Background: an optimization exercise with open tools, aiming at small area. Do not read the settings as production practice. Function was checked by simulation only, so behaviour that the tests miss may differ from the original. No activity file was given, so power comes from the tool's default toggle rates.

Design NewDatabusArbiter_v2, start of the top module:
module NewDatabusArbiter_v2 (
    sys_clk,
    data_in,  
    valid,
    porb,
    por_pulseb,
    timeoutb,
    eep_loadb,
    en_rail_rail,
    eeprom_cache,
    data_out,
    read_eep,
    pgm_eep,
    cache_out,
    p2s_en,
    reg0_ldb,
    reg1_ldb,
    reg2_ldb,
    reg3_ldb,
    eep_cycleb,
    eep_clrb
);
export LEC_CHECK = 0
export CAP_MARGIN = 5
export CORE_MARGIN = 2
export CORE_UTILIZATION = 55
export CTS_BUF_LIST = sky130_fd_sc_hd__clkbuf_8
export SLEW_MARGIN = 5
create_clock -name core_clock -period 5.0 [get_ports {sys_clk}]
standard.sh (not shown) runs the stock make flow with config.mk's settings and CLKGATE_MAP_FILE= SYNTH_SCRIPT=/design/flow/synth_recipe.tcl, a recipe that flattens the netlist after the stock synthesis.
==> flow/flow/run.sh <==
#!/bin/bash
# Layout flow: the standard ORFS flow (standard.sh) with these changes.
#  1. Synthesis is ORFS's own synthesis script (synth_recipe.tcl), but ABC maps the
#     combinational logic with an area-oriented script (flow/abc_map.script) in place
#     of ORFS's speed script. Registers are mapped before ABC runs, so they are the
#     same cells with the same names as in the standard synthesis.
#  3. Port buffers are sky130_fd_sc_hd__buf_1 (buffer_ports -buffer_cell).
#  4. Clock tree synthesis inserts no dummy loads (-dont_use_dummy_load).
# Each tool's output goes to a log file in the work folder; ORFS also keeps its own
# per-step logs under orfs/logs.
set -euo pipefail
W=$(pwd)
R="$W/orfs/results/$FLOW_PLATFORM/NewDatabusArbiter_v2/base"
LIB="$FLOW_HOME/platforms/$FLOW_PLATFORM/lib/sky130_fd_sc_hd__tt_025C_1v80.lib"

# A copy of ORFS's scripts folder whose only difference is the ABC script.
rm -rf "$W/scripts_area"
mkdir -p "$W/scripts_area"
cp -a "$FLOW_HOME/scripts/." "$W/scripts_area/"
cp "$W/flow/abc_map.script" "$W/scripts_area/abc_speed.script"

bash "$W/standard.sh" SCRIPTS_DIR="$W/scripts_area" synth > "$W/synth.log" 2>&1

# Upsize drivers of heavily loaded nets, then rebuild the synthesis database.
cp "$R/1_2_yosys.v" "$W/1_2_yosys_before_upsize.v"
python3 "$W/flow/upsize.py" "$LIB" "$R/1_2_yosys.v" 3 0.9 > "$W/upsize.log" 2>&1
rm -f "$R/1_synth.odb" "$R/1_synth.sdc"
bash "$W/standard.sh" synth > "$W/synth_odb.log" 2>&1

bash "$W/standard.sh" \
  "BUFFER_PORTS_ARGS=-buffer_cell sky130_fd_sc_hd__buf_1" \
  "CTS_ARGS=-sink_clustering_enable -repair_clock_nets -buf_list sky130_fd_sc_hd__clkbuf_8 -dont_use_dummy_load" \
  finish > "$W/layout.log" 2>&1
Other scripts of this flow, unchanged in this note and not shown: flow/flow/abc_map.script, flow/flow/upsize.py
Rerun with:
--- a/flow/design.v
+++ b/flow/design.v
@@ -143,22 +143,32 @@
 reg       es_s, rs_s;
 reg [1:0] es_i, rs_i;
 reg       last_reg;      
 wire e_go = se | es_s;
 wire r_go = sr | rs_s;
 wire e_on = es_s ^ (es_i == 2'd0);    
 wire r_on = rs_s ^ (rs_i == 2'd0);
 wire [15:0] eep_w0 = eeprom_cache[15:0];
 wire [15:0] eep_w1 = eeprom_cache[31:16];
 wire [15:0] eep_w2 = eeprom_cache[47:32];
 wire [15:0] eep_w3 = eeprom_cache[63:48];
+function [15:0] pick4;
+    input [1:0] k;
+    input [15:0] a0, a1, a2, a3;
+    case (k)
+        2'd0: pick4 = a0;
+        2'd1: pick4 = a1;
+        2'd2: pick4 = a2;
+        default: pick4 = a3;
+    endcase
+endfunction
 wire st_id  = ~wstrobe & id;
 wire st_rr  = ~wstrobe & ~id & rr;
 wire st_re  = ~wstrobe & ~id & ~rr & re;
 wire st_seq = ~wstrobe & ~id & ~rr & ~re & ~(pg_p | pg_q);
 wire st_e   = st_seq & e_go;
 wire st_r   = st_seq & ~e_go & r_go;
 wire st_idl = st_seq & ~e_go & ~r_go;
 wire       rd_reg = (st_rr & ~fxn[2]) | (st_r & r_on);
 wire       rd_eep = st_re | (st_e & e_on);
 wire [1:0] rd_k   = (st_rr | st_re) ? fxn[1:0] : (st_e ? es_i : rs_i);
 wire [3:0] rd_dec = {rd_k == 2'b10, rd_k == 2'b11, rd_k == 2'b01, rd_k == 2'b00};
@@ -188,26 +198,24 @@
         end else if (st_idl) begin
             es_s <= 1'b0; es_i <= 2'd0;
         end
         if (st_r) begin
             rs_s <= r_on;
             rs_i <= {rs_s & rs_i[0], ~(rs_s & rs_i[1])};
         end else if (st_idl) begin
             rs_s <= 1'b0; rs_i <= 2'd0;
         end
     end
 end
-always @(posedge sys_clk, negedge int_rstb) begin
-    if (!int_rstb)
-        last_reg <= 1'b0;
-    else if (st_e)
+always @(posedge sys_clk) begin
+    if (st_e)
         last_reg <= 1'b0;
     else if (st_r)
         last_reg <= 1'b1;
 end
 wire       ld_s = last_reg ? rs_s : es_s;
 wire [1:0] ld_i = last_reg ? rs_i : es_i;
 assign reg0_ldb = ld_s & (ld_i == 2'b01);
 assign reg1_ldb = ld_s & (ld_i == 2'b11);
 assign reg2_ldb = ld_s & (ld_i == 2'b10);
 assign reg3_ldb = ld_s & (ld_i == 2'b00);
 endmodule
Outcome:
- The new run completed without violations
- utilization goes up by 1.2 points
- routed wire length increases slightly
- final cell count fell slightly
- setup slack improves by 550 ps
- cell area falls by a few percent
- fmax rises by about a fifth
- power falls slightly
- global-route usage rose by 2.2 points

==> what the ideal ports hide <==
The flow's constraints put no driver on any port. The routed layouts listed below were extracted and timed again, unchanged, in two steps.
Step 1 (the two cells are an assumption about what drives the block):
set clk [get_ports {sys_clk}]
set_driving_cell -lib_cell sky130_fd_sc_hd__clkbuf_16 $clk
set_driving_cell -lib_cell sky130_fd_sc_hd__buf_2 [delete_from_list [all_inputs] $clk]
Step 2 also shifts input and output timing later by t, the mid clock arrival at the registers, as if the neighbouring blocks saw the same clock.
a / b / c = ideal / step 1 / step 2; a / b = the first two.
run	t, ns	setup slack, ns	hold WS [ns]
the first run	0.390	0.540 / 0.540 / 0.540	0.418 / 0.418 / 0.418
the second run	0.388	1.090 / 1.090 / 1.090	0.424 / 0.424 / 0.424
After both steps setup and hold are still met in every run listed.
